This is an optimization exercise on Yosys and OpenROAD, whose aim is small area, a short achievable clock period and few clock cycles, not a production implementation. No run shown here included a check of the RTL's function; only the layout flow was run. No activity file was given, so power comes from the tool's default toggle rates.

===== flow/design.v =====
module RiscvSingleCycle_riscv_core (
    input var logic clk,
    input var logic rst,  
    output var logic [32-1:0] imem_addr ,
    input  var logic [32-1:0] imem_rdata,
    output var logic [32-1:0] dmem_addr ,
    output var logic [32-1:0] dmem_wdata,
    input  var logic [32-1:0] dmem_rdata,
    output var logic          dmem_we   ,
    output var logic          dmem_re
);
    logic [31:1]       fpc;     
    logic [31:1]       pc;      
    logic [31:0]       ir;      
    logic [15:1]       valid;   
    logic [15:1][31:0] regs;
    logic [3:0]        cnt;     
    logic [32:0]       hi;
    logic [31:0]       lo;
    logic              wb_we, wb_ld;    
    logic [3:0]        wb_rd;
    logic [31:0]       wb_val;          
    logic [31:0]       dm_addr;
    logic              dm_we, dm_re;
    logic is_lui, is_auipc, is_jal, is_jalr, is_br, is_ld, is_st, is_opimm, is_op, is_m, is_alur;
    logic use_b, sub, use1, use2;
    logic [2:0] f3;
    logic [3:0] rs1, rs2, rd;
    always_comb f3  = ir[14:12];
    always_comb rs1 = ir[18:15];
    always_comb rs2 = ir[23:20];
    always_comb rd  = ir[10:7];
    logic [31:0] imm_i, imm_s, imm_b, imm_u, imm_j;
    always_comb begin
        imm_i = {{20{ir[31]}}, ir[31:20]};
        imm_s = {{20{ir[31]}}, ir[31:25], ir[11:7]};
        imm_b = {{19{ir[31]}}, ir[31], ir[7], ir[30:25], ir[11:8], 1'b0};
        imm_u = {ir[31:12], 12'h0};
        imm_j = {{11{ir[31]}}, ir[31], ir[19:12], ir[20], ir[30:21], 1'b0};
    end
    logic [31:0] rs1v, rs2v;
    logic        ld_stall;
    always_comb begin
        rs1v = '0;
        rs2v = '0;
        for (int i = 1; i < 16; i++) begin
            rs1v = rs1v | (regs[i] & {32{valid[i] && rs1 == 4'(i)}});
            rs2v = rs2v | (regs[i] & {32{valid[i] && rs2 == 4'(i)}});
        end
        if (wb_we && wb_rd == rs1) rs1v = wb_val;
        if (wb_we && wb_rd == rs2) rs2v = wb_val;
        ld_stall = wb_we && wb_ld && ((use1 && wb_rd == rs1) || (use2 && wb_rd == rs2));
    end
    logic [31:0] alu_b, bx, sum, alu_res, shr, shl, sh_in;
    logic        cout, ltu, lts, eq, taken, ca;
    logic signed [32:0] sh_sin, sh_full;
    always_comb begin
        alu_b = use_b ? rs2v : (is_st ? imm_s : imm_i);
        bx    = alu_b ^ {32{sub}};
        ca    = sub;
        for (int i = 0; i < 32; i++) begin
            sum[i] = rs1v[i] ^ bx[i] ^ ca;
            ca     = (rs1v[i] & bx[i]) | (rs1v[i] & ca) | (bx[i] & ca);
        end
        cout  = ca;
        ltu   = !cout;
        lts   = (rs1v[31] ^ alu_b[31]) ? rs1v[31] : sum[31];
        eq    = rs1v == alu_b;
        case (f3)
            3'b000:  taken = eq;
            3'b001:  taken = !eq;
            3'b100:  taken = lts;
            3'b101:  taken = !lts;
            3'b110:  taken = ltu;
            3'b111:  taken = !ltu;
            default: taken = 1'b0;
        endcase
        for (int i = 0; i < 32; i++) sh_in[i] = f3[2] ? rs1v[i] : rs1v[31-i];
        sh_sin  = {f3[2] && ir[30] && rs1v[31], sh_in};
        sh_full = sh_sin >>> alu_b[4:0];
        shr     = sh_full[31:0];
        for (int i = 0; i < 32; i++) shl[i] = shr[31-i];
        case (f3)
            3'b000:  alu_res = sum;
            3'b001:  alu_res = shl;
            3'b010:  alu_res = {31'h0, lts};
            3'b011:  alu_res = {31'h0, ltu};
            3'b100:  alu_res = rs1v ^ alu_b;
            3'b101:  alu_res = shr;
            3'b110:  alu_res = rs1v | alu_b;
            default: alu_res = rs1v & alu_b;
        endcase
    end
    logic        first, m_short, mul_last, d_zero, d_big, div_last, m_last, is_div;
    logic        sa, sb, dsigned, a_neg, b_neg;
    logic [32:0] hi_in, a33, mul_hi;
    logic [31:0] lo_in, mul_lo, mul_res, a_mag, dv, r, q, res_pre, div_res, mdu_res;
    logic [37:0] mstep, op0, op1, op2, op3, op4, s1, c1, s2, c2, s3, c3;
    logic        neg3, cc;
    logic [32:0] x;
    logic [33:0] t;
    logic        neg, orx;
    always_comb begin
        is_div   = f3[2];
        first    = cnt == 4'd0;
        sa       = f3[1] ^ f3[0];             
        sb       = f3[1:0] == 2'b01;          
        dsigned  = !f3[0];                    
        a_neg    = dsigned && rs1v[31];
        b_neg    = dsigned && rs2v[31];
        m_short  = rs1v == 32'h0 || (sb ? (rs2v[31:3] == 29'h0 || rs2v[31:3] == 29'h1FFFFFFF) : rs2v[31:4] == 28'h0);
        mul_last = m_short || cnt == 4'd7;
        d_zero   = rs2v == 32'h0;
        d_big    = b_neg ? rs2v[31:28] != 4'hF : rs2v[31:28] != 4'h0;
        div_last = d_zero || (d_big ? cnt == 4'd1 : cnt == 4'd15);
        m_last   = is_div ? div_last : mul_last;
        orx = 1'b0;
        for (int i = 0; i < 32; i++) begin
            a_mag[i] = rs1v[i] ^ (a_neg & orx);
            orx      = orx | rs1v[i];
        end
        if (!first) begin
            hi_in = hi;
            lo_in = lo;
        end else if (!is_div) begin
            hi_in = 33'h0;
            lo_in = rs2v;
        end else if (d_big) begin
            hi_in = {5'h0, a_mag[31:4]};
            lo_in = {a_mag[3:0], 28'h0};
        end else begin
            hi_in = 33'h0;
            lo_in = a_mag;
        end
        a33  = {sa && rs1v[31], rs1v};
        neg3 = sb && mul_last && lo_in[3];
        op0  = {{5{hi_in[32]}}, hi_in};
        op1  = {{5{a33[32]}}, a33} & {38{lo_in[0]}};
        op2  = {{4{a33[32]}}, a33, 1'b0} & {38{lo_in[1]}};
        op3  = {{3{a33[32]}}, a33, 2'b0} & {38{lo_in[2]}};
        op4  = (({{2{a33[32]}}, a33, 3'b0} ^ {38{neg3}}) | {35'h0, {3{neg3}}}) & {38{lo_in[3]}};
        s1   = op0 ^ op1 ^ op2;
        c1   = {(op0[36:0] & op1[36:0]) | (op0[36:0] & op2[36:0]) | (op1[36:0] & op2[36:0]), 1'b0};
        s2   = s1 ^ c1 ^ op3;
        c2   = {(s1[36:0] & c1[36:0]) | (s1[36:0] & op3[36:0]) | (c1[36:0] & op3[36:0]), 1'b0};
        s3   = s2 ^ c2 ^ op4;
        c3   = {(s2[36:0] & c2[36:0]) | (s2[36:0] & op4[36:0]) | (c2[36:0] & op4[36:0]), neg3};
        cc   = 1'b0;
        for (int i = 0; i < 38; i++) begin
            mstep[i] = s3[i] ^ c3[i] ^ cc;
            cc       = (s3[i] & c3[i]) | (s3[i] & cc) | (c3[i] & cc);
        end
        mul_hi   = mstep[36:4];
        mul_lo   = {mstep[3:0], lo_in[31:4]};
        if (f3[1:0] == 2'b00) mul_res = m_short ? mstep[31:0] : mul_lo;
        else                  mul_res = m_short ? {{26{mstep[37]}}, mstep[37:32]} : mul_hi[31:0];
        dv = rs2v ^ {32{!b_neg}};
        r  = hi_in[31:0];
        q  = lo_in;
        for (int s = 0; s < 2; s++) begin
            x = {r, q[31]};
            t = {1'b0, x} + {1'b0, 1'b1, dv} + {33'h0, !b_neg};
            q = {q[30:0], t[33]};
            r = t[33] ? t[31:0] : x[31:0];
        end
        res_pre = f3[1] ? r : q;
        neg     = f3[1] ? a_neg : a_neg ^ b_neg;
        if (d_zero) div_res = f3[1] ? rs1v : 32'hFFFFFFFF;
        else begin
            orx = 1'b0;
            for (int i = 0; i < 32; i++) begin
                div_res[i] = res_pre[i] ^ (neg & orx);
                orx        = orx | res_pre[i];
            end
        end
        mdu_res = is_div ? div_res : mul_res;
    end
    logic [31:0] pcf, pcadd, pimm, target, fnext, wd;
    logic        stall, redirect, we, cp;
    always_comb begin
        pcf   = {pc, 1'b0};
        pimm  = is_br ? imm_b : (is_jal ? imm_j : imm_u);
        cp    = 1'b0;
        for (int i = 0; i < 32; i++) begin
            pcadd[i] = pcf[i] ^ pimm[i] ^ cp;
            cp       = (pcf[i] & pimm[i]) | (pcf[i] & cp) | (pimm[i] & cp);
        end
        stall    = ld_stall || (is_m && !m_last);
        redirect = is_jal || is_jalr || (is_br && taken);
        target   = is_jalr ? {sum[31:1], 1'b0} : pcadd;
        cp = 1'b1;
        for (int i = 2; i < 32; i++) begin
            fnext[i] = fpc[i] ^ cp;
            cp       = fpc[i] & cp;
        end
        fnext[1:0] = {fpc[1], 1'b0};
        we = is_lui || is_auipc || is_jal || is_jalr || is_opimm || is_alur || (is_m && m_last);
        if (is_lui)                   wd = imm_u;
        else if (is_auipc)            wd = pcadd;
        else if (is_jal || is_jalr)   wd = {fpc, 1'b0};
        else if (is_m)                wd = mdu_res;
        else                          wd = alu_res;
    end
    logic [6:0] nopc;
    logic [2:0] nf3;
    logic n_lui, n_auipc, n_jal, n_jalr, n_br, n_ld, n_st, n_opimm, n_op, n_m, n_alur, n_use_b, n_sub, n_use1, n_use2;
    always_comb begin
        nopc     = imem_rdata[6:0];
        nf3      = imem_rdata[14:12];
        n_lui    = nopc == 7'b0110111;
        n_auipc  = nopc == 7'b0010111;
        n_jal    = nopc == 7'b1101111;
        n_jalr   = nopc == 7'b1100111;
        n_br     = nopc == 7'b1100011;
        n_ld     = nopc == 7'b0000011;
        n_st     = nopc == 7'b0100011;
        n_opimm  = nopc == 7'b0010011;
        n_op     = nopc == 7'b0110011;
        n_m      = n_op && imem_rdata[31:25] == 7'b0000001;
        n_alur   = n_op && !n_m;
        n_use_b  = n_op || n_br;
        n_sub    = n_br || ((n_op || n_opimm) && nf3[2:1] == 2'b01) || (n_alur && nf3 == 3'b000 && imem_rdata[30]);
        n_use1   = n_jalr || n_br || n_ld || n_st || n_opimm || n_op;
        n_use2   = n_br || n_st || n_op;
    end
    always_comb imem_addr  = {fpc, 1'b0};
    always_comb dmem_addr  = dm_addr;
    always_comb dmem_wdata = wb_val;
    always_comb dmem_we    = dm_we;
    always_comb dmem_re    = dm_re;
    always_ff @ (posedge clk, negedge rst) begin
        if (!rst) begin
            fpc   <= '0;
            {is_lui, is_auipc, is_jal, is_jalr, is_br, is_ld, is_st, is_opimm, is_op, is_m, is_alur, use_b, sub, use1, use2} <= '0;
            cnt   <= 4'd0;
            wb_we <= 1'b0;
            wb_ld <= 1'b0;
            dm_we <= 1'b0;
            dm_re <= 1'b0;
            valid <= '0;
        end else begin
            if (!stall) begin
                fpc <= redirect ? target[31:1] : fnext[31:1];
                {is_lui, is_auipc, is_jal, is_jalr, is_br, is_ld, is_st, is_opimm, is_op, is_m, is_alur, use_b, sub, use1, use2} <=
                    redirect ? '0 :
                    {n_lui, n_auipc, n_jal, n_jalr, n_br, n_ld, n_st, n_opimm, n_op, n_m, n_alur, n_use_b, n_sub, n_use1, n_use2};
            end
            cnt   <= (is_m && !ld_stall && !m_last) ? cnt + 4'd1 : 4'd0;
            wb_we <= !stall && rd != 4'd0 && (we || is_ld);
            wb_ld <= !stall && is_ld;
            dm_we <= !stall && is_st;
            dm_re <= !stall && is_ld;
            if (wb_we) valid[wb_rd] <= 1'b1;
        end
    end
    always_ff @ (posedge clk) begin
        if (!stall) begin
            ir <= imem_rdata;
            pc <= fpc;
        end
        wb_rd   <= rd;
        wb_val  <= is_st ? rs2v : wd;
        dm_addr <= sum;
        hi      <= is_div ? {1'b0, r} : mul_hi;
        lo      <= is_div ? q : mul_lo;
        if (wb_we) regs[wb_rd] <= wb_ld ? dmem_rdata : wb_val;
    end
endmodule

===== flow/run.sh =====
#!/bin/bash
# synth_recipe.tcl (not shown) runs the flow's synth.tcl, then flattens the netlist and writes it again
# the make line also repeats each setting of config.mk as NAME=value (left out here)
make -C /OpenROAD-flow-scripts/flow DESIGN_CONFIG=/design/flow/config.mk WORK_HOME=/design/flow/orfs CLKGATE_MAP_FILE= SYNTH_SCRIPT=/design/flow/synth_recipe.tcl finish

===== flow/config.mk =====
export PLATFORM = sky130hd
export DESIGN_NAME = RiscvSingleCycle_riscv_core
export DESIGN_NICKNAME = RiscvSingleCycle_riscv_core
export VERILOG_FILES = /design/flow/design.v
export SDC_FILE = /design/flow/constraint.sdc
export NUM_CORES = 4
export LEC_CHECK = 0
export CAP_MARGIN = 20
export CORE_MARGIN = 2
export CORE_UTILIZATION = 30
export PLACE_DENSITY = 0.4
export SLEW_MARGIN = 20

===== flow/constraint.sdc =====
create_clock -name core_clock -period 150.0 [get_ports {clk}]
set_input_delay 30.0000 -clock core_clock [delete_from_list [all_inputs] [get_ports {clk}]]
set_output_delay 30.0000 -clock core_clock [all_outputs]
set_load 0.01 [all_outputs]

==> results of run 1 <==
==> final timing paths <==
| path | endpoint | slack [ps] | start | depth (start not counted) |
|---|---|---|---|---|
| min in group asynchronous | fpc[2]$_DFFE_PN0N_ | 29180 | rst | 1 |
| worst max register to register | wb_val[15]$_DFF_P_ | 124330 | ir[21]$_DFFE_PN_ | 66 |
| worst max-delay path | dmem_wdata[22] | 117790 | wb_val[22]$_DFF_P_ | 1 |
| worst min-delay path | wb_rd[1]$_DFF_P_ | 450 | ir[8]$_DFFE_PN_ | 0 |
| worst min register to register | wb_rd[1]$_DFF_P_ | 450 | ir[8]$_DFFE_PN_ | 0 |
| max in group asynchronous | wb_we$_DFF_PN0_ | 119690 | rst | 2 |
==> cells in the final DEF (no fill, tap or decap), types with 172 or more instances in the layout <==
master | Yosys | routed
a21oi_1 | 307 | 299
fa_1 | 198 | 198
o21ai_0 | 728 | 728
nand2_1 | 878 | 861
inv_1 | 308 | 308
edfxtp_1 | 536 | 536
buf_4 | 8 | 228
nor2_1 | 422 | 421
ha_1 | 173 | 172
a22oi_1 | 303 | 303
mux2i_1 | 227 | 209
==> power groups by stage <==
| stage | Sequential [mW] | Clock [mW] | Combinational (mW) |
|---|---|---|---|
| 2_1_floorplan | 0.259 | 0 | 0.239 |
| 5_1_grt | 0.263 | 0.244 | 0.455 |
| 3_3_place_gp | 0.265 | 0 | 0.421 |
| 4_1_cts | 0.261 | 0.238 | 0.423 |
| 6_report | 0.262 | 0.236 | 0.435 |
| 3_5_place_dp | 0.265 | 0 | 0.421 |
==> state kept, by name, indices dropped and copies added (netlist names), 4 cells and up <==
register,flops
wb_val,32
valid,15
pc,31
lo,32
regs,480
cnt,4
hi,33
ir,25
wb_rd,4
fpc,31
dm_addr,32
==> metrics by stage <==
step	power, mW	setup WS, ps
after floorplan	0.498	118830
after global placement	0.686	117920
after detailed placement	0.686	117900
after CTS	0.922	117820
after global routing	0.962	117860
final	0.933	117790
==> final cells by class <==
cell class / count / share of cell area (%)
multi-input combinational: 4789 / 51.7
antenna: 16 / 0.0619
sequential: 736 / 31.6
clock inverter: 40 / 0.665
tap: 2495 / 4.83
clock buffer: 131 / 4.04
timing repair buffer: 393 / 5.24
inverter: 314 / 1.83
==> layer usage <==
layer,global-route usage (%),vias to the layer above
met5,0,-
met4,16.6,20
met3,7.08,771
met2,52.4,3216
met1,44.0,27854
li1,-,23248
==> logic make-up after synthesis <==
kind of cell | after synthesis | synth area share, %
compound gates | 1992 | 23.0
simple gates | 1922 | 15.6
buf+inv | 812 | 5.62
flops | 736 | 36.2
fa+ha+maj | 371 | 10.8
mux | 291 | 5.48
xor+xnor | 212 | 3.30
other cells | 1 | 0.00664
==> impl_results.md, run 1 <==
* Outcome: no timing/DRC/antenna violations
* Crit-path max FO at 4
* Synth warnings at 1
* Htree depth at 3
* Tot GR Track Use at 33.6%
* PwrDens at 14.4 nW/um^2
* Clock latency at the later pin of the worst-skew pair at 770 ps
* Initial antenna violation count at 30
* Clk slew on worst S/H paths at 60 ps
* # rows at 159
* Die width at 438 um
* Netlist Area Pre-Place at 56500 sq um
* CTS resizes at 0
* Worst path bufs/invs at 1
* Final wirelength at 332000 um
* Asr flop ratio synth at 9.10%
* Vias in the first global route at 52491
* Die Height at 438 um
* Vias at 55109
* Max layer used: met5
* WL met3 at 30600 um
* Crit Path Class: flop to output port
* Layout cells sized above 1 at 9.60%
* Post-CTS Setup Bufs at 0
* Num CTS Buffers at 94
* Wire per inst at 37.3 um
* Post-place instance area at 61500 sq um
* Post-synth top area share at 28.5%
* Internal power at 0.512 mW
* Overflow after GRT at 0
* Initial DRC count at 7614
* Post-layout util at 34.5%
* Nets at 6765
* Clock root buffer: clkbuf_16
* Leakage at 25.1 nW
* Critical Path End Type: output port
* Longest Clk Path Bufs at 3
* # setup viols final at 0
* Worst Skew at 48.7 ps
* Average vias per placed instance at 6.18
* FMAX at 31.0 MHz
* Ratio of final minimum period to clock period at 21.5%
* IO Pins at 164
* #FFs+latches synth at 736
* Max IR drop VDD at 0.0000141 V
* Yosys top cell by area: edfxtp_1
* Placed cell count at 8726
* First-pass iteration count of the detailed router at 7
* Psw at 0.421 mW
* Netlist cell types at 106
* Reg power frac at 28.1%
* Area Overhead vs Synth at 14.5%
* Top post-synthesis cells by count: 878 x nand2_1, 728 x o21ai_0, 536 x edfxtp_1, 422 x nor2_1, 365 x clkbuf_1
* Dominant cell by count in the synthesized netlist: nand2_1
* Worst setup SP type: flop
* Initial Utilization at 30.1%
* Min Tclk post-route at 32210 ps
* Non-Filler Instances at 8914
* Clock power frac at 25.3%
* FILL cells at 19676
* Worst Path Required at 120000 ps
* Largest net degree at the start of global routing at 163
* Critical path cell sequence: clkdlybuf4s50_1
* Die area at 192000 sq um
* First-pass GRT wire length at 451000 um
* Slowest CP cell: dfxtp_1
* Final TNS setup at 0 ps
* Synth top area cells: edfxtp_1 28%, fa_1 7.0%, o21ai_0 6.4%
* Hold Slack at 451 ps
* Post-synth EDFFs at 536
* Core area at 187000 sq um
* Ys flop type: edfxtp_1
* Routed wl met2 at 148000 um
* Sw Share at 45.1%
* Residual DRC at 0
* Slew headroom at 17.9%
* Unrepaired setup endpoints after global routing: no
* Post-DRT Antenna Nets at 0
* Hold WC Path Type: flop to flop
* Crit-path max cell delay at 780 ps
* Max-slew violation count at 0
* Post-CTS Hold Fix Bufs at 0
* Syn avg cell area at 8.91 sq um
* Register area at 20400 sq um
* Max-Cap Viols at 0
* RePlAce Congestion at 0.996
* Hpwl dp at 222000 um
* Comb power frac at 46.7%
* Mapped Nets at 6774
* Worst slew pin tran at 1220 ps
* CP arrival at 2210 ps
* Cell count after synthesis at 6337
* Clock net sink count at 736
* Crit path max-delay family: flip-flops
* Seq/Total Area, Yosys at 36.2%
* Final hold viol count at 0
* Final instance area at 64700 sq um
* CTS tree: done
* Multi-input logic area at 33500 sq um
* Port-buffer cells at 162
* Routed met1 length at 135000 um
==> inputs of run 2 (changes only) <==
--- a/flow/design.v
+++ b/flow/design.v
@@ -10,13 +10,11 @@
     output var logic          dmem_re
 );
     logic [31:1]       fpc;     
-    logic [31:1]       pc;      
     logic [31:0]       ir;      
     logic [15:1]       valid;   
     logic [15:1][31:0] regs;
     logic [3:0]        cnt;     
-    logic [32:0]       hi;
-    logic [31:0]       lo;
+    logic              hi32;    
     logic              wb_we, wb_ld;    
     logic [3:0]        wb_rd;
     logic [31:0]       wb_val;          
@@ -120,8 +118,8 @@
             orx      = orx | rs1v[i];
         end
         if (!first) begin
-            hi_in = hi;
-            lo_in = lo;
+            hi_in = {hi32, dm_addr};
+            lo_in = wb_val;
         end else if (!is_div) begin
             hi_in = 33'h0;
             lo_in = rs2v;
@@ -175,15 +173,21 @@
         end
         mdu_res = is_div ? div_res : mul_res;
     end
-    logic [31:0] pcf, pcadd, pimm, target, fnext, wd;
+    logic [31:0] pcf, pcadd, pimm, pimm4, target, fnext, wd;
     logic        stall, redirect, we, cp;
     always_comb begin
-        pcf   = {pc, 1'b0};
+        pcf   = {fpc, 1'b0};
         pimm  = is_br ? imm_b : (is_jal ? imm_j : imm_u);
+        pimm4[1:0] = pimm[1:0];
+        cp    = 1'b1;
+        for (int i = 2; i < 32; i++) begin
+            pimm4[i] = pimm[i] ^ cp;
+            cp       = cp & !pimm[i];
+        end
         cp    = 1'b0;
         for (int i = 0; i < 32; i++) begin
-            pcadd[i] = pcf[i] ^ pimm[i] ^ cp;
-            cp       = (pcf[i] & pimm[i]) | (pcf[i] & cp) | (pimm[i] & cp);
+            pcadd[i] = pcf[i] ^ pimm4[i] ^ cp;
+            cp       = (pcf[i] & pimm4[i]) | (pcf[i] & cp) | (pimm4[i] & cp);
         end
         stall    = ld_stall || (is_m && !m_last);
         redirect = is_jal || is_jalr || (is_br && taken);
@@ -254,15 +258,15 @@
         end
     end
     always_ff @ (posedge clk) begin
-        if (!stall) begin
-            ir <= imem_rdata;
-            pc <= fpc;
-        end
+        if (!stall) ir <= imem_rdata;
         wb_rd   <= rd;
-        wb_val  <= is_st ? rs2v : wd;
-        dm_addr <= sum;
-        hi      <= is_div ? {1'b0, r} : mul_hi;
-        lo      <= is_div ? q : mul_lo;
+        if (is_m && !m_last) begin
+            wb_val  <= is_div ? q : mul_lo;
+            {hi32, dm_addr} <= is_div ? {1'b0, r} : mul_hi;
+        end else begin
+            wb_val  <= is_st ? rs2v : wd;
+            dm_addr <= sum;
+        end
         if (wb_we) regs[wb_rd] <= wb_ld ? dmem_rdata : wb_val;
     end
 endmodule
==> impl_results.md, run 2 <==
* Outcome: no timing/DRC/antenna violations
* #FFs+latches synth at 641
* Crit-path max cell delay at 840 ps
* Num CTS Buffers at 87
* Dominant cell by count in the synthesized netlist: nand2_1
* Largest net degree at the start of global routing at 159
* Placed cell count at 8774
* First-pass iteration count of the detailed router at 8
* Synth top area cells: edfxtp_1 28%, fa_1 7.1%, o21ai_0 7.1%
* Ratio of final minimum period to clock period at 21.6%
* Htree depth at 3
* CP arrival at 2360 ps
* IO Pins at 164
* Max IR drop VDD at 0.0000145 V
* Clock latency at the later pin of the worst-skew pair at 770 ps
* # rows at 157
* Final hold viol count at 0
* Slew headroom at 17.1%
* Initial Utilization at 30.2%
* First-pass GRT wire length at 445000 um
* Final wirelength at 326000 um
* Seq/Total Area, Yosys at 33.0%
* Port-buffer cells at 162
* Cell count after synthesis at 6423
* Biggest registers after layout: regs: 480 flops, dm_addr: 32 flops, wb_val: 32 flops
* CTS tree: done
* Netlist Area Pre-Place at 55300 sq um
* Tot GR Track Use at 33.8%
* Initial DRC count at 8913
* Hold WC Path Type: flop to flop
* Non-Filler Instances at 8936
* Critical Path End Type: output port
* Slowest CP cell: dfxtp_1
* Leakage at 24.3 nW
* Most frequent cells in the layout: 910 x nand2_1, 780 x o21ai_0, 506 x edfxtp_1
* Post-synth top area share at 27.5%
* Max-slew violation count at 0
* Ys flop type: edfxtp_1
* Total Power at 0.865 mW
* Largest register FFs at 480
* Die width at 433 um
* Worst setup SP type: flop
* Crit-path max FO at 6
* Post-place instance area at 60200 sq um
* Min Tclk post-route at 32360 ps
* Clock root buffer: clkbuf_16
* Final instance area at 63000 sq um
* Overflow after GRT at 0
* Synth warnings at 1
* Top post-synthesis cells by count: 931 x nand2_1, 783 x o21ai_0, 506 x edfxtp_1, 445 x nor2_1, 387 x clkbuf_1
* Yosys top cell by area: edfxtp_1
* Crit path max-delay family: flip-flops
* Crit Path Class: flop to output port
* Netlist cell types at 120
* Area Overhead vs Synth at 14.0%
* Min setup slack post-route at 117640 ps
* Worst Skew at 50.5 ps
* Vias at 55850
* PwrDens at 13.7 nW/um^2
* Most common cell after layout, fill and taps aside: nand2_1
* Post-DRT Antenna Nets at 0
* Clk slew on worst S/H paths at 60 ps
* Post-CTS Hold Fix Bufs at 0
* Die area at 188000 sq um
* RePlAce Congestion at 1.00
* Wire per inst at 36.5 um
* Critical path cell sequence: clkdlybuf4s50_1
* Nets at 6864
* Residual DRC at 0
* Syn avg cell area at 8.60 sq um
* FMAX at 30.9 MHz
* Clock net sink count at 641
* Final TNS setup at 0 ps
* CTS resizes at 0
* Post-layout util at 34.4%
* Vias in the first global route at 52974
* Initial antenna violation count at 18
* Worst Path Required at 120000 ps
* Hpwl dp at 221000 um
* Core area at 183000 sq um
* Layout cells sized above 1 at 9.28%
* Worst slew pin tran at 1230 ps
* Die Height at 433 um
* Post-Place Setup Slack at 117810 ps
* Longest Clk Path Bufs at 3
* Asr flop ratio synth at 10.5%
* Mapped Nets at 6887
* Largest reg by FF count: regs
* Post-synth EDFFs at 506
* Average vias per placed instance at 6.25
* # setup viols final at 0
* Max-Cap Viols at 0
* Unrepaired setup endpoints after global routing: no
* Worst path bufs/invs at 1
* Hold Slack at 485 ps
* Post-CTS Setup Bufs at 0
[run 2: path summary, 6_finish.rpt]
kind | start | end | slack, ps | cells after the start
worst max register to register | ir[15]$_DFFE_PN_ | wb_val[21]$_DFF_P_ | 123620 | 70
worst min-delay path | is_opimm$_DFFE_PN0N_ | is_opimm$_DFFE_PN0N_ | 490 | 2
max in group asynchronous | rst | dm_re$_DFF_PN0_ | 119760 | 2
worst min register to register | is_opimm$_DFFE_PN0N_ | is_opimm$_DFFE_PN0N_ | 490 | 2
min in group asynchronous | rst | fpc[17]$_DFFE_PN0N_ | 29080 | 1
worst max-delay path | wb_val[7]$_DFF_P_ | dmem_wdata[7] | 117640 | 1
[run 2: cell type report]
type	instances	area, sq um
Antenna cell	6	15.0
Clock buffer	112	2300
Clock inverter	43	318
Fill cell	19220	120000
Inverter	299	1120
Multi-Input combinational cell	4969	34400
Sequential cell	641	18200
Tap cell	2464	3080
Timing Repair Buffer	402	3480
[run 2: power breakdown]
| part | leakage (nW) | internal (mW) | switching [mW] |
|---|---|---|---|
| sequential | 6.07 | 0.204 | 0.0196 |
| combinational | 16.9 | 0.146 | 0.294 |
| clock | 1.27 | 0.110 | 0.0920 |
| total | 24.3 | 0.459 | 0.406 |
[run 2: cells by family (layout without fill, tap and decap cells)]
| logic type | count (synthesis) | count (layout) | share of synthesized area, % |
|---|---|---|---|
| compound gates | 2113 | 2113 | 24.8 |
| simple gates | 1974 | 1974 | 16.1 |
| buf+inv | 813 | 856 | 5.72 |
| flops | 641 | 641 | 33.0 |
| fa+ha+maj | 399 | 399 | 11.7 |
| mux | 257 | 257 | 5.04 |
| xor+xnor | 225 | 225 | 3.57 |
| other cells | 1 | 7 | 0.00679 |
[run 2: layer usage]
layer	share of wire, %	GRT usage [%]	vias up
met1	43	48.7	28081
li1	-	-	23521
met2	40	47.6	3563
met3	11	7.68	669
met5	0.031	0	-
met4	5.5	15.4	16
==> inputs of run 3 (changes only) <==
==> flow/flow/run.sh (new file) <==
#!/bin/bash
# The standard layout (the standard.sh: ORFS synthesis to final layout,
# unchanged), except that the buffers ORFS puts on every input and output port
# are plain sky130_fd_sc_hd__buf_2 cells instead of the delay-buffer cells
# buffer_ports picks by default. Each tool's full output goes to flow.log here
# (ORFS also keeps its per-step logs under orfs/logs/).
set -euo pipefail
export BUFFER_PORTS_ARGS="-buffer_cell sky130_fd_sc_hd__buf_2"
bash standard.sh > flow.log 2>&1
==> flow/standard.sh (new file) <==
#!/bin/bash
# synth_recipe.tcl (not shown) runs the flow's synth.tcl, then flattens the netlist and writes it again
# the make line also repeats each setting of config.mk as NAME=value (left out here)
make -C /OpenROAD-flow-scripts/flow DESIGN_CONFIG=/design/flow/config.mk WORK_HOME=/design/flow/orfs CLKGATE_MAP_FILE= SYNTH_SCRIPT=/design/flow/synth_recipe.tcl "${@:-finish}"
removed: flow/run.sh
==> impl_results.md, run 3 <==
* Mux share of post-synthesis cell area at 5.04%
* Compound-Gate Fraction of Synth Area at 24.8%
* Cell count after synthesis at 6423
* Dominant cell by count in the synthesized netlist: nand2_1
* Crit-path max FO at 5
* Outcome: no timing/DRC/antenna violations
* Netlist cell types at 120
* Clk slew on worst S/H paths at 60 ps
* RePlAce Congestion at 0.985
* Largest net degree at the start of global routing at 151
* Ys flop type: edfxtp_1
* Clock power frac at 24.7%
* Min setup slack post-route at 118130 ps
* Largest family of logic cells by synthesized area: compound AO/OA/AOI/OAI gates
* Initial antenna violation count at 14
* Yosys top cell by area: edfxtp_1
* # rows at 157
* Psw at 0.408 mW
* Synth top area cells: edfxtp_1 28%, fa_1 7.1%, o21ai_0 7.1%
* Clock root buffer: clkbuf_16
* Min Tclk post-route at 31870 ps
* Vias in the first global route at 52637
* Area share of and/or/nand/nor cells after synthesis at 16.1%
* Reg power frac at 25.4%
* Num CTS Buffers at 85
* WHS Path Cells at 2
* Top post-synthesis cells by count: 931 x nand2_1, 783 x o21ai_0, 506 x edfxtp_1, 445 x nor2_1, 387 x clkbuf_1
* Clock latency at the later pin of the worst-skew pair at 730 ps
* Worst path bufs/invs at 1
* Syn avg cell area at 8.60 sq um
* CTS tree: done
* Core area at 183000 sq um
* Asr flop ratio synth at 10.5%
* Biggest registers after layout: regs: 480 flops, dm_addr: 32 flops, wb_val: 32 flops
* Layout cells sized above 1 at 12.0%
* Ratio of final minimum period to clock period at 21.2%
* First-pass GRT wire length at 445000 um
* Hold WC Path Type: flop to flop
* Die area at 188000 sq um
* FMAX at 31.4 MHz
* Clock net sink count at 641
* R2R depth at 70
* Synth warnings at 1
* Nets at 6868
* Non-Filler Instances at 8943
* Worst slew pin tran at 1320 ps
* Most common cell after layout, fill and taps aside: nand2_1
* Die width at 433 um
* Longest Clk Path Bufs at 3
* Overflow after GRT at 0
* Vias at 55808
* Worst Path Required at 120000 ps
* # setup viols final at 0
* Final TNS setup at 0 ps
* Post-synth EDFFs at 506
* Port-buffer cells at 162
* Hpwl dp at 221000 um
* Crit-path max cell delay at 820 ps
* Sw Share at 46.7%
* Worst setup SP type: flop
* Synth Area in XOR/XNOR at 3.57%
* Placed cell count at 8781
* Final hold viol count at 0
* Mapped Nets at 6887
* CTS resizes at 0
* Post-synth top area share at 27.5%
* Residual DRC at 0
* CP arrival at 1870 ps
* Die Height at 433 um
* Area Overhead vs Synth at 12.9%
* Wire per inst at 36.6 um
* Largest reg by FF count: regs
* Crit path max-delay family: flip-flops
* Post-layout util at 34.1%
* #FFs+latches synth at 641
* First-pass iteration count of the detailed router at 8
* Critical path cell sequence: buf_2
* Post-CTS Hold Fix Bufs at 0
* Critical Path End Type: output port
* Unrepaired setup endpoints after global routing: no
* PwrDens at 14.0 nW/um^2
* Initial Utilization at 30.2%
* Max-Cap Viols at 0
* Max IR drop VDD at 0.0000121 V
* Seq/Total Area, Yosys at 33.0%
* Tot GR Track Use at 33.8%
* Netlist Area Pre-Place at 55300 sq um
* Comb power frac at 49.9%
* Htree depth at 3
* IO Pins at 164
* Worst Skew at 31.0 ps
* Max-slew violation count at 0
* Post-CTS Setup Bufs at 0
* Leakage at 24.5 nW
* Most frequent cells in the layout: 910 x nand2_1, 781 x o21ai_0, 506 x edfxtp_1
* Post-DRT Antenna Nets at 0
* Final wirelength at 327000 um
* Critical Path Stages at 1
* Crit Path Class: flop to output port
* Internal power at 0.465 mW
* Slew headroom at 11.1%
* Largest register FFs at 480
* Post-Place Setup Slack at 118360 ps
* Synth Area in Adders at 11.7%
* Average vias per placed instance at 6.24
* Slowest CP cell: dfxtp_1
* Initial DRC count at 8748
[run 3: area by class of cell]
| class | count | area (sq um) |
|---|---|---|
| well taps | 2464 | 3080 |
| diodes | 7 | 17.5 |
| clock inverters | 45 | 519 |
| inverters | 299 | 1120 |
| clock buffers | 110 | 2280 |
| fillers | 19401 | 121000 |
| repair buffers | 408 | 2690 |
| flip-flops and latches | 641 | 18200 |
| multi-input cells | 4969 | 34400 |
[run 3: path summary, 6_finish.rpt]
check                      slack, ps            startpoint                    to
max                           118130     wb_val[7]$_DFF_P_         dmem_wdata[7]
min                              490  is_opimm$_DFFE_PN0N_  is_opimm$_DFFE_PN0N_
max in group asynchronous     119730                   rst       wb_we$_DFF_PN0_
max reg2reg                   124090      ir[16]$_DFFE_PN_    wb_val[21]$_DFF_P_
min in group asynchronous      29100                   rst   fpc[21]$_DFFE_PN0N_
min reg2reg                      490  is_opimm$_DFFE_PN0N_  is_opimm$_DFFE_PN0N_
[run 3: cell families (layout without fill, tap and decap cells)]
group	after synthesis	after routing
mux	257	257
simple gates	1974	1974
other cells	1	8
xor+xnor	225	225
fa+ha+maj	399	399
compound gates	2113	2113
flops	641	641
buf+inv	813	862
[run 3: power by group through the flow]
stage          clock [mW]  combinational, mW  sequential [mW]
2_1_floorplan           0              0.255            0.223
3_3_place_gp            0              0.418            0.225
3_5_place_dp            0              0.418            0.225
4_1_cts             0.218              0.420            0.221
5_1_grt             0.224              0.457            0.223
6_report            0.215              0.436            0.222
[run 3: routing by layer]
layer / wire (um) / global-route usage [%]
met1: 141000 / 48.5
met2: 131000 / 47.3
met3: 36800 / 8.54
met4: 17700 / 15.4
met5: 34 / 0
[run 3: per-stage QoR]
| stage | area, sq um | hold WS, ps | total power [mW] |
|---|---|---|---|
| 2_1_floorplan | 55300 | 392 | 0.477 |
| 3_3_place_gp | 59400 | 470 | 0.643 |
| 3_5_place_dp | 59500 | 471 | 0.643 |
| 4_1_cts | 62300 | 488 | 0.859 |
| 5_1_grt | 62400 | 516 | 0.904 |
| 6_report | 62400 | 487 | 0.873 |
==> inputs of run 4 (changes only) <==
--- a/flow/config.mk
+++ b/flow/config.mk
@@ -8,5 +8,6 @@
 export CAP_MARGIN = 20
 export CORE_MARGIN = 2
 export CORE_UTILIZATION = 30
+export CTS_BUF_LIST = sky130_fd_sc_hd__clkbuf_8
 export PLACE_DENSITY = 0.4
 export SLEW_MARGIN = 20
==> impl_results.md, run 4 <==
* Post-synth EDFFs at 506
* Average vias per placed instance at 6.22
* Non-Filler Instances at 9030
* Most frequent cells in the layout: 910 x nand2_1, 781 x o21ai_0, 506 x edfxtp_1
* Layout cells sized above 1 at 12.6%
* Slowest CP cell: dfxtp_1
* Crit path max-delay family: flip-flops
* Sw Share at 48.5%
* Vias at 56176
* Mapped Nets at 6887
* Largest register FFs at 480
* Mux share of post-synthesis cell area at 5.04%
* Post-CTS Hold Fix Bufs at 0
* CTS tree: done
* Initial Utilization at 30.2%
* Max-Cap Viols at 0
* Largest family of logic cells by synthesized area: compound AO/OA/AOI/OAI gates
* Ratio of final minimum period to clock period at 21.4%
* Post-synth top area share at 27.5%
* Port-buffer cells at 162
* Post-CTS Setup Bufs at 0
* GR Util met3 at 8.74%
* Initial DRC count at 8698
* Outcome: no timing/DRC/antenna violations
* Hpwl dp at 221000 um
* Netlist Area Pre-Place at 55300 sq um
* Worst setup SP type: flop
* # rows at 157
* Worst slew pin tran at 1300 ps
* Yosys top cell by area: edfxtp_1
* Ys flop type: edfxtp_1
* Worst Skew at 83.0 ps
* Asr flop ratio synth at 10.5%
* Hold Slack at 488 ps
* IO Pins at 164
* CP arrival at 2040 ps
* Tot GR Track Use at 34.0%
* Max-slew violation count at 0
* GR Util met2 at 47.1%
* GRT busiest layer: met1
* Hold WC Path Type: flop to flop
* Total Power at 0.848 mW
* Final wirelength at 328000 um
* Syn avg cell area at 8.60 sq um
* Seq/Total Area, Yosys at 33.0%
* Synth top area cells: edfxtp_1 28%, fa_1 7.1%, o21ai_0 7.1%
* Htree depth at 4
* Clk slew on worst S/H paths at 60 ps
* Die Height at 433 um
* Initial antenna violation count at 18
* Largest reg by FF count: regs
* #FFs+latches synth at 641
* Core area at 183000 sq um
* Max IR drop VDD at 0.0000122 V
* CTS resizes at 0
* Crit-path max FO at 5
* Die area at 188000 sq um
* Synth warnings at 1
* Comb power frac at 51.4%
* Synth Area in XOR/XNOR at 3.57%
* RePlAce Congestion at 0.985
* Longest Clk Path Bufs at 3
* Overflow after GRT at 0
* Netlist cell types at 120
* PwrDens at 13.7 nW/um^2
* Top post-synthesis cells by count: 931 x nand2_1, 783 x o21ai_0, 506 x edfxtp_1, 445 x nor2_1, 387 x clkbuf_1
* Final TNS setup at 0 ps
* Clock latency at the later pin of the worst-skew pair at 940 ps
* Unrepaired setup endpoints after global routing: no
* Cell count after synthesis at 6423
* Residual DRC at 0
* First-pass GRT wire length at 446000 um
* Internal power at 0.436 mW
* Critical Path End Type: output port
* Biggest registers after layout: regs: 480 flops, dm_addr: 32 flops, wb_val: 32 flops
* Reg power frac at 26.1%
* # setup viols final at 0
* Leakage at 24.6 nW
* Crit Path Class: flop to output port
* Clock net sink count at 641
* Num CTS Buffers at 134
* Critical path cell sequence: buf_2
* Slew headroom at 12.5%
* Crit-path max cell delay at 820 ps
* Synth Area in Adders at 11.7%
* Wire per inst at 36.3 um
* Area Overhead vs Synth at 12.5%
* Most common cell after layout, fill and taps aside: nand2_1
* Final hold viol count at 0
* Nets at 6917
* Vias in the first global route at 53142
* Die width at 433 um
* Worst Path Required at 120000 ps
* Psw at 0.412 mW
* Met1 Use GR at 48.4%
* Post-DRT Antenna Nets at 0
* Dominant cell by count in the synthesized netlist: nand2_1
* FMAX at 31.2 MHz
* Compound-Gate Fraction of Synth Area at 24.8%
* FILL cells at 19516
* Clock power frac at 22.5%
* Post-layout util at 33.9%
* Min Tclk post-route at 32040 ps
* Largest net degree at the start of global routing at 151
* Clock root buffer: clkbuf_8
* Worst path bufs/invs at 1
* First-pass iteration count of the detailed router at 6
* Area share of and/or/nand/nor cells after synthesis at 16.1%
* Placed cell count at 8781
==> run 4: worst paths after layout <==
kind | from | to | slack (ps) | cells past startpoint
max | wb_val[7]$_DFF_P_ | dmem_wdata[7] | 117960 | 1
min in group asynchronous | rst | fpc[19]$_DFFE_PN0N_ | 28920 | 1
max in group asynchronous | rst | wb_we$_DFF_PN0_ | 119910 | 2
min | is_opimm$_DFFE_PN0N_ | is_opimm$_DFFE_PN0N_ | 490 | 2
min reg2reg | is_opimm$_DFFE_PN0N_ | is_opimm$_DFFE_PN0N_ | 490 | 2
max reg2reg | ir[16]$_DFFE_PN_ | wb_val[21]$_DFF_P_ | 124250 | 70
==> run 4: metal layers <==
| layer | vias to the layer above | wire length (um) |
|---|---|---|
| li1 | 23666 | - |
| met1 | 28118 | 142000 |
| met2 | 3678 | 131000 |
| met3 | 702 | 36200 |
| met4 | 12 | 18400 |
| met5 | - | 97 |
==> run 4: stage by stage <==
step	worst slack, ps	cell area [sq um]
after floorplan	117330	55300
after global placement	118430	59400
after detailed placement	118360	59500
after CTS	117900	62000
after global routing	117950	62100
final	117960	62100
==> run 4: area by class of cell <==
class / instances / area, sq um / share of cell area (%)
multi-input cells: 4969 / 34400 / 55.4
flip-flops and latches: 641 / 18200 / 29.4
well taps: 2464 / 3080 / 4.96
repair buffers: 408 / 2690 / 4.32
clock buffers: 138 / 1900 / 3.06
inverters: 299 / 1120 / 1.81
clock inverters: 100 / 653 / 1.05
diodes: 11 / 27.5 / 0.0443
==> run 4: cells by family (layout without fill, tap and decap cells) <==
kind of cell	count (synthesis)	after routing
AOI/OAI and AO/OA	2113	2113
xor gates and xnor gates	225	225
adders and majority gates	399	399
buffers and inverters	813	945
DFF	641	641
muxes	257	257
other	1	12
and+or+nand+nor	1974	1974
==> run 4: power by group through the flow <==
| stage | registers (mW) | logic [mW] | clock network [mW] |
|---|---|---|---|
| final | 0.222 | 0.436 | 0.191 |
| after global routing | 0.223 | 0.457 | 0.201 |
| after CTS | 0.221 | 0.420 | 0.194 |
| after detailed placement | 0.225 | 0.418 | 0 |
| after global placement | 0.225 | 0.418 | 0 |
| after floorplan | 0.223 | 0.255 | 0 |
==> inputs of run 5 (changes only) <==
--- a/flow/config.mk
+++ b/flow/config.mk
@@ -8,6 +8,8 @@
 export CAP_MARGIN = 20
 export CORE_MARGIN = 2
 export CORE_UTILIZATION = 30
-export CTS_BUF_LIST = sky130_fd_sc_hd__clkbuf_8
+export CTS_BUF_LIST = sky130_fd_sc_hd__clkbuf_4
+export CTS_CLUSTER_DIAMETER = 50
+export CTS_CLUSTER_SIZE = 8
 export PLACE_DENSITY = 0.4
 export SLEW_MARGIN = 20
==> impl_results.md, run 5 <==
* PwrDens at 13.3 nW/um^2
* Netlist cell types at 120
* Htree depth at 3
* Crit path max-delay family: flip-flops
* Num CTS Buffers at 120
* Min setup slack post-route at 117610 ps
* Worst slew pin tran at 1280 ps
* Critical path cell sequence: buf_2
* Critical Path Stages at 1
* Worst path bufs/invs at 1
* Residual DRC at 0
* Dominant cell by count in the synthesized netlist: nand2_1
* Vias in the first global route at 52838
* Layout cells sized above 1 at 13.0%
* Die area at 188000 sq um
* Core area at 183000 sq um
* Asr flop ratio synth at 10.5%
* Biggest registers after layout: regs: 480 flops, dm_addr: 32 flops, wb_val: 32 flops
* Final hold viol count at 0
* Die Height at 433 um
* Most frequent cells in the layout: 910 x nand2_1, 780 x o21ai_0, 506 x edfxtp_1
* Leakage at 24.1 nW
* Critical Path End Type: output port
* R2R depth at 69
* Longest Clk Path Bufs at 3
* Synth top area cells: edfxtp_1 28%, fa_1 7.1%, o21ai_0 7.1%
* Worst Path Required at 120000 ps
* # rows at 157
* Routed met1 length at 141000 um
* Initial Utilization at 30.2%
* Sw Share at 49.3%
* Mux share of post-synthesis cell area at 5.04%
* Max-Cap Viols at 0
* Reg power frac at 27.2%
* Largest reg by FF count: regs
* Crit-path max FO at 5
* Average vias per placed instance at 6.23
* Compound-Gate Fraction of Synth Area at 24.8%
* Tot GR Track Use at 33.8%
* First-pass iteration count of the detailed router at 9
* Largest family of logic cells by synthesized area: compound AO/OA/AOI/OAI gates
* Post-synth top area share at 27.5%
* Mapped Nets at 6887
* Overflow after GRT at 0
* Yosys top cell by area: edfxtp_1
* Clk slew on worst S/H paths at 100 ps
* Post-synth EDFFs at 506
* Slowest CP cell: dfxtp_1
* # setup viols final at 0
* Post-DRT Antenna Nets at 0
* Vias at 56021
* Largest register FFs at 480
* Area Overhead vs Synth at 11.1%
* FMAX at 30.9 MHz
* Syn avg cell area at 8.60 sq um
* Comb power frac at 53.6%
* Wire per inst at 36.3 um
* Post-CTS Setup Bufs at 0
* Crit Path Class: flop to output port
* Max IR drop VDD at 0.0000124 V
* Top post-synthesis cells by count: 931 x nand2_1, 783 x o21ai_0, 506 x edfxtp_1, 445 x nor2_1, 387 x clkbuf_1
* Ys flop type: edfxtp_1
* Final wirelength at 327000 um
* Initial antenna violation count at 26
* IO Pins at 164
* Slew headroom at 13.8%
* Largest net degree at the start of global routing at 151
* Clock latency at the later pin of the worst-skew pair at 1260 ps
* Cell count after synthesis at 6423
* Total Power at 0.814 mW
* Synth warnings at 1
* Seq/Total Area, Yosys at 33.0%
* Post-layout util at 33.5%
* CP arrival at 2390 ps
* Port-buffer cells at 162
* Crit-path max cell delay at 830 ps
* WL met3 at 37400 um
* CTS tree: done
* CTS resizes at 0
* #FFs+latches synth at 641
* Worst setup SP type: flop
* First-pass GRT wire length at 444000 um
* Worst Skew at 123 ps
* Clock net sink count at 641
* Psw at 0.402 mW
* Outcome: no timing/DRC/antenna violations
* Synth Area in XOR/XNOR at 3.57%
* Netlist Area Pre-Place at 55300 sq um
* Hpwl dp at 221000 um
* Most common cell after layout, fill and taps aside: nand2_1
* Die width at 433 um
* Hold WC Path Type: flop to flop
* Routed wl met2 at 131000 um
* Nets at 6903
* RePlAce Congestion at 0.985
* Min Tclk post-route at 32390 ps
* Clock power frac at 19.2%
* Unrepaired setup endpoints after global routing: no
* Internal power at 0.412 mW
* Clock root buffer: clkbuf_4
* Synth Area in Adders at 11.7%
* Max-slew violation count at 0
* Area share of and/or/nand/nor cells after synthesis at 16.1%
* Final TNS setup at 0 ps
* Initial DRC count at 8755
* Ratio of final minimum period to clock period at 21.6%
* Post-CTS Hold Fix Bufs at 0
* WHS Path Cells at 2
* Post-Place Setup Slack at 118360 ps
* Max layer used: met5
[run 5: final cells by class]
class	instances	area [sq um]
flip-flops and latches	641	18200
clock inverters	63	734
inverters	299	1120
fillers	19583	122000
diodes	6	15.0
clock buffers	141	1060
well taps	2464	3080
multi-input cells	4969	34400
repair buffers	408	2690
[run 5: path summary, 6_finish.rpt]
path                            slack [ps]                 start                    to
worst min-delay path                   490  is_opimm$_DFFE_PN0N_  is_opimm$_DFFE_PN0N_
worst max-delay path                117610     wb_val[7]$_DFF_P_         dmem_wdata[7]
min in group asynchronous            28650                   rst   fpc[24]$_DFFE_PN0N_
worst min register to register         490  is_opimm$_DFFE_PN0N_  is_opimm$_DFFE_PN0N_
worst max register to register      124090      ir[20]$_DFFE_PN_    wb_val[21]$_DFF_P_
max in group asynchronous           120200                   rst       wb_we$_DFF_PN0_
[run 5: stage by stage]
| stage | hold slack, ps | cells | instance area [sq um] |
|---|---|---|---|
| floorplan | 392 | 6423 | 55300 |
| global placement | 470 | 8779 | 59400 |
| detailed placement | 471 | 8781 | 59500 |
| CTS | 497 | 8985 | 61300 |
| global route | 525 | 8989 | 61400 |
| finish | 494 | 8991 | 61400 |
[run 5: per-layer routing]
metal / vias up / GRT usage (%)
li1: 23645 / -
met1: 27853 / 48.2
met2: 3771 / 47.1
met3: 738 / 8.74
met4: 14 / 16.1
met5: - / 0
[run 5: logic make-up after synthesis]
| family | after synthesis |
|---|---|
| AO/OA/AOI/OAI | 2113 |
| XOR/XNOR | 225 |
| adder cells (fa/ha/maj) | 399 |
| buffers and inverters | 813 |
| flip-flops | 641 |
| multiplexers | 257 |
| other | 1 |
| AND/OR/NAND/NOR | 1974 |
[run 5: power groups by stage]
stage	Sequential (mW)	Clock, mW	Combinational, mW
after floorplan	0.223	0	0.255
after global placement	0.225	0	0.418
after detailed placement	0.225	0	0.418
after CTS	0.221	0.160	0.420
after global routing	0.223	0.166	0.457
final	0.221	0.156	0.436
==> inputs of run 6 (changes only) <==
--- a/flow/config.mk
+++ b/flow/config.mk
@@ -7,9 +7,6 @@
 export LEC_CHECK = 0
 export CAP_MARGIN = 20
 export CORE_MARGIN = 2
-export CORE_UTILIZATION = 30
-export CTS_BUF_LIST = sky130_fd_sc_hd__clkbuf_4
-export CTS_CLUSTER_DIAMETER = 50
-export CTS_CLUSTER_SIZE = 8
-export PLACE_DENSITY = 0.4
+export CORE_UTILIZATION = 45
+export PLACE_DENSITY = 0.55
 export SLEW_MARGIN = 20
==> impl_results.md, run 6 <==
* Outcome: no timing/DRC/antenna violations
* Biggest registers after layout: regs: 480 flops, dm_addr: 32 flops, wb_val: 32 flops
* Critical Path Stages at 1
* Hold Slack at 470 ps
* CTS resizes at 0
* Tot GR Track Use at 45.7%
* Hpwl dp at 199000 um
* Crit Path Class: flop to output port
* RePlAce Congestion at 1.03
* PwrDens at 14.2 nW/um^2
* Unrepaired setup endpoints after global routing: no
* First-pass GRT wire length at 410000 um
* Layout cells sized above 1 at 11.5%
* Crit-path max cell delay at 810 ps
* Most frequent cells in the layout: 910 x nand2_1, 779 x o21ai_0, 506 x edfxtp_1
* Post-CTS Setup Bufs at 0
* Average vias per placed instance at 7.00
* Die width at 354 um
* Post-Place Setup Slack at 118420 ps
* Clock net sink count at 641
* Post-CTS Hold Fix Bufs at 0
* IO Pins at 164
* Crit path max-delay family: flip-flops
* CP arrival at 1760 ps
* Crit-path max FO at 5
* Hold WC Path Type: flop to flop
* R2R depth at 66
* Cell count after synthesis at 6423
* CTS tree: done
* Slew headroom at 7.92%
* Initial DRC count at 11001
* Final hold viol count at 0
* Area Overhead vs Synth at 10.5%
* Post-synth top area share at 27.5%
* Worst Path Required at 120000 ps
* Ratio of final minimum period to clock period at 21.2%
* Netlist cell types at 120
* Mapped Nets at 6887
* Vias in the first global route at 52659
* Clock root buffer: clkbuf_16
* Htree depth at 3
* Clk slew on worst S/H paths at 60 ps
* Top post-synthesis cells by count: 931 x nand2_1, 783 x o21ai_0, 506 x edfxtp_1, 445 x nor2_1, 387 x clkbuf_1
* Initial antenna violation count at 24
* Synth warnings at 1
* Core area at 122000 sq um
* Most common cell after layout, fill and taps aside: nand2_1
* Initial Utilization at 45.3%
* First-pass iteration count of the detailed router at 10
* Max-Cap Viols at 0
* # rows at 128
* Final TNS setup at 0 ps
* Synth top area cells: edfxtp_1 28%, fa_1 7.1%, o21ai_0 7.1%
* Largest reg by FF count: regs
* FMAX at 31.5 MHz
* Vias at 56672
* Asr flop ratio synth at 10.5%
* Min Tclk post-route at 31760 ps
* Wire per inst at 36.5 um
* Syn avg cell area at 8.60 sq um
* Yosys top cell by area: edfxtp_1
* Critical path cell sequence: buf_2
* Longest Clk Path Bufs at 3
* Critical Path End Type: output port
* Num CTS Buffers at 79
* Leakage at 24.3 nW
* Nets at 6855
* Slowest CP cell: dfxtp_1
* Die Height at 354 um
* Worst Skew at 49.4 ps
* Clock latency at the later pin of the worst-skew pair at 710 ps
* Flop-to-flop setup slack at 123620 ps
* Post-place instance area at 58200 sq um
* Post-synth EDFFs at 506
* Die area at 126000 sq um
* Max-slew violation count at 0
* # setup viols final at 0
* Residual DRC at 0
* #FFs+latches synth at 641
* Total Power at 0.865 mW
* Final instance area at 61100 sq um
* Largest net degree at the start of global routing at 168
* Worst slew pin tran at 1370 ps
* Dominant cell by count in the synthesized netlist: nand2_1
* Seq/Total Area, Yosys at 33.0%
* WHS Path Cells at 0
* Ys flop type: edfxtp_1
* Min setup slack post-route at 118240 ps
* Worst setup SP type: flop
* Port-buffer cells at 162
* Netlist Area Pre-Place at 55300 sq um
* Largest register FFs at 480
* Post-DRT Antenna Nets at 0
* Overflow after GRT at 0
* Worst path bufs/invs at 1
* Final wirelength at 295000 um
* Max IR drop VDD at 0.0000162 V
-- run 6: changes by cell type in the layout (fill, tap and decap cells not counted), sizes merged --
cell,previous run,this run
diode,6,10
clkinvlp,6,2
buf,408,400
clkinv,47,38
inv,295,297
bufinv,14,11
clkbuf,141,98
-- run 6: through the flow --
step,std cells,utilization (%)
floorplan,6423,-
global placement,7931,47.8
detailed placement,7931,47.8
CTS,8077,50.0
global route,8081,50.1
finish,8091,50.1
-- run 6: path summary, 6_finish.rpt --
kind,startpoint,to
max,wb_val[0]$_DFF_P_,dmem_wdata[0]
min,ir[8]$_DFFE_PN_,wb_rd[1]$_DFF_P_
max reg2reg,ir[22]$_DFFE_PN_,wb_val[31]$_DFF_P_
min reg2reg,ir[8]$_DFFE_PN_,wb_rd[1]$_DFF_P_
max in group asynchronous,rst,wb_we$_DFF_PN0_
min in group asynchronous,rst,fpc[16]$_DFFE_PN0N_
-- run 6: final cells by class --
| class | instances | area [sq um] |
|---|---|---|
| antenna | 10 | 25.0 |
| clock buffer | 97 | 2110 |
| clock inverter | 49 | 586 |
| fill | 11778 | 60800 |
| inverter | 299 | 1120 |
| multi-input combinational | 4969 | 34300 |
| sequential | 641 | 18200 |
| tap | 1625 | 2030 |
| timing repair buffer | 401 | 2660 |
-- run 6: kinds of logic after synthesis --
| family | Yosys count | share of synthesized area (%) |
|---|---|---|
| AOI/OAI and AO/OA | 2113 | 24.8 |
| xor gates and xnor gates | 225 | 3.57 |
| adders and majority gates | 399 | 11.7 |
| buffers and inverters | 813 | 5.72 |
| DFF | 641 | 33.0 |
| muxes | 257 | 5.04 |
| other | 1 | 0.00679 |
| and+or+nand+nor | 1974 | 16.1 |
-- run 6: report_power, final --
part	internal [mW]	switching (mW)	total [mW]	leakage, nW
sequential	0.203	0.0167	0.220	6.07
clock	0.120	0.0871	0.207	1.32
combinational	0.139	0.298	0.438	16.9
-- run 6: worst register-to-register path: cells and delay by family (launching register included) --
family	cells	cell delay, ps
compound gates	11	3560
fa+ha+maj	38	17100
buf+inv	10	1570
flops	1	890
simple gates	7	3220
-- run 6: layer usage --
metal | vias to the layer above | share of wire (%) | GRT usage [%]
li1 | 23517 | - | -
met5 | - | 0.094 | 0.566
met1 | 27296 | 39 | 63.3
met4 | 20 | 6.3 | 23.3
met2 | 4871 | 38 | 60.2
met3 | 968 | 17 | 18.7
==> inputs of run 7 (changes only) <==
==> flow/config.mk (replaced) <==
export PLATFORM = sky130hd
export DESIGN_NAME = RiscvSingleCycle_riscv_core
export DESIGN_NICKNAME = RiscvSingleCycle_riscv_core
export VERILOG_FILES = /design/flow/design.v
export SDC_FILE = /design/flow/constraint.sdc
export NUM_CORES = 4
export LEC_CHECK = 0
export CAP_MARGIN = 0
export CORE_MARGIN = 2
export CORE_UTILIZATION = 30
export PLACE_DENSITY = 0.4
export SLEW_MARGIN = 0
==> impl_results.md, run 7 <==
* Psw at 0.407 mW
* Die Height at 433 um
* Post-CTS Hold Fix Bufs at 0
* Worst slew pin tran at 1550 ps
* Leakage at 24.3 nW
* Mux share of post-synthesis cell area at 5.04%
* Hpwl dp at 221000 um
* Synth Area in XOR/XNOR at 3.57%
* Layout cells sized above 1 at 11.5%
* SO Viols: max-capacitance violations, max-slew violations
* Core area at 183000 sq um
* Most common cell after layout, fill and taps aside: nand2_1
* Htree depth at 3
* Clock latency at the later pin of the worst-skew pair at 750 ps
* Clock power frac at 23.6%
* Biggest registers after layout: regs: 480 flops, dm_addr: 32 flops, wb_val: 32 flops
* Post-synth EDFFs at 506
* Asr flop ratio synth at 10.5%
* Clock net sink count at 641
* Mapped Nets at 6887
* FMAX at 31.4 MHz
* Yosys top cell by area: edfxtp_1
* Reg power frac at 25.8%
* Area Overhead vs Synth at 12.4%
* Post-DRT Antenna Nets at 0
* PwrDens at 13.8 nW/um^2
* First-pass iteration count of the detailed router at 9
* Max IR drop VDD at 0.0000147 V
* # rows at 157
* Final wirelength at 327000 um
* Slew headroom at -5.74%
* Worst Path Required at 120000 ps
* Die width at 433 um
* Non-Filler Instances at 8945
* Final TNS setup at 0 ps
* Min setup slack post-route at 118160 ps
* Worst path bufs/invs at 1
* Max-slew violation count at 2
* Crit-path max cell delay at 800 ps
* Seq/Total Area, Yosys at 33.0%
* Compound-Gate Fraction of Synth Area at 24.8%
* Synth top area cells: edfxtp_1 28%, fa_1 7.1%, o21ai_0 7.1%
* #FFs+latches synth at 641
* Clock root buffer: clkbuf_16
* Worst setup SP type: flop
* # setup viols final at 0
* Num CTS Buffers at 85
* Average vias per placed instance at 6.24
* Comb power frac at 50.6%
* Crit Path Class: flop to output port
* RePlAce Congestion at 0.985
* Vias in the first global route at 52563
* Min Tclk post-route at 31840 ps
* Residual DRC at 0
* Longest Clk Path Bufs at 3
* Wire per inst at 36.5 um
* Synth warnings at 1
* Critical Path End Type: output port
* Dominant cell by count in the synthesized netlist: nand2_1
* Largest family of logic cells by synthesized area: compound AO/OA/AOI/OAI gates
* First-pass GRT wire length at 445000 um
* Worst Skew at 35.6 ps
* Slowest CP cell: dfxtp_1
* Outcome: complete, but fails checks
* Clk slew on worst S/H paths at 60 ps
* Internal power at 0.453 mW
* Hold WC Path Type: flop to flop
* Post-Place Setup Slack at 118360 ps
* Most frequent cells in the layout: 910 x nand2_1, 781 x o21ai_0, 506 x edfxtp_1
* Initial Utilization at 30.2%
* Largest register FFs at 480
* Multi-input logic area at 34300 sq um
* Crit path max-delay family: flip-flops
* Hold Slack at 493 ps
* FILL cells at 19416
* Cell count after synthesis at 6423
* Top post-synthesis cells by count: 931 x nand2_1, 783 x o21ai_0, 506 x edfxtp_1, 445 x nor2_1, 387 x clkbuf_1
* Initial antenna violation count at 22
* Final instance area at 62100 sq um
* Area share of and/or/nand/nor cells after synthesis at 16.1%
* Post-place instance area at 59400 sq um
* Unrepaired setup endpoints after global routing: no
* Final hold viol count at 0
* Ys flop type: edfxtp_1
* Post-layout util at 33.9%
* Netlist Area Pre-Place at 55300 sq um
* Register area at 18200 sq um
* Die area at 188000 sq um
* CTS resizes at 0
* CTS tree: done
* Ratio of final minimum period to clock period at 21.2%
* Netlist cell types at 120
* Nets at 6866
* Total Power at 0.860 mW
* Largest net degree at the start of global routing at 151
* Tot GR Track Use at 33.9%
* Placed cell count at 8779
* Critical path cell sequence: buf_2
* Largest reg by FF count: regs
* Port-buffer cells at 162
* Sw Share at 47.4%
* Synth Area in Adders at 11.7%
* IO Pins at 164
* Max-Cap Viols at 1
* Crit-path max FO at 5
* Syn avg cell area at 8.60 sq um
* Overflow after GRT at 0
* Post-CTS Setup Bufs at 0
* Post-synth top area share at 27.5%
* CP arrival at 1840 ps
* Vias at 55780
* Initial DRC count at 9197
## run 7: power by group through the flow
stage | Combinational, mW | Clock, mW | Sequential [mW]
after CTS | 0.420 | 0.206 | 0.221
after detailed placement | 0.418 | 0 | 0.225
after global placement | 0.418 | 0 | 0.225
final | 0.435 | 0.203 | 0.222
after floorplan | 0.255 | 0 | 0.223
after global routing | 0.458 | 0.212 | 0.223
## run 7: cells by family after synthesis
logic type      after synthesis
xor+xnor                    225
fa+ha+maj                   399
flops                       641
buf+inv                     813
other cells                   1
mux                         257
compound gates             2113
simple gates               1974
## run 7: per-layer routing
metal	routed length, um	vias up	GRT usage (%)
met5	45	-	0
met1	141000	27923	48.5
met3	36600	668	8.71
met2	130000	3653	46.8
met4	18700	8	16.3
li1	-	23528	-
## run 7: final timing paths
kind / startpoint / endpoint / slack, ps / depth (start not counted)
hold / removal: is_opimm$_DFFE_PN0N_ / is_opimm$_DFFE_PN0N_ / 490 / 2
hold reg to reg: is_opimm$_DFFE_PN0N_ / is_opimm$_DFFE_PN0N_ / 490 / 2
max in group asynchronous: rst / wb_we$_DFF_PN0_ / 119780 / 2
setup / recovery: wb_val[7]$_DFF_P_ / dmem_wdata[7] / 118160 / 1
min in group asynchronous: rst / fpc[19]$_DFFE_PN0N_ / 29080 / 1
setup reg to reg: ir[22]$_DFFE_PN_ / wb_val[21]$_DFF_P_ / 124180 / 69
## run 7: layout make-up
cell class,instances,area share (%)
repair buffers,406,4.30
clock buffers,112,3.62
multi-input cells,4969,55.3
flip-flops and latches,641,29.4
inverters,299,1.81
well taps,2464,4.97
clock inverters,43,0.594
diodes,11,0.0443

static timing again, ports no longer ideal:
No port has a modelled driver above. Below, the same layouts with a new extraction and two added sets of constraints.
Step 1, drivers: a clkbuf_16 drives clk and a buf_2 each remaining input, both assumed.
Step 2 times the ports against the registers' clock, not the clock port: input delays grow and output delays shrink by t, the midpoint of the rising clock arrivals with the driver on.
Three values: ideal, step 1, step 2; two values: the first two.
run	shift t [ns]	slack for setup (ns)	hold WS [ns]	latest minus earliest clock arrival (ns)	worst data-port slew with drivers (ns)
run 1	0.837	117.791 / 117.701 / 118.086	0.451 / 0.451 / 0.451	0.049 / 0.049	0.08
run 2	0.826	117.644 / 117.562 / 118.055	0.485 / 0.485 / 0.485	0.051 / 0.051	0.05
run 3	0.800	118.130 / 118.047 / 118.555	0.487 / 0.487 / 0.487	0.031 / 0.031	0.06
run 4	0.982	117.964 / 117.882 / 118.523	0.488 / 0.488 / 0.488	0.085 / 0.085	0.05
run 5	1.281	117.614 / 117.535 / 118.444	0.494 / 0.494 / 0.494	0.123 / 0.123	0.06
run 6	0.764	118.241 / 118.162 / 118.447	0.470 / 0.470 / 0.470	0.049 / 0.049	0.04
run 7	0.812	118.164 / 118.081 / 118.332	0.493 / 0.493 / 0.493	0.036 / 0.036	0.06
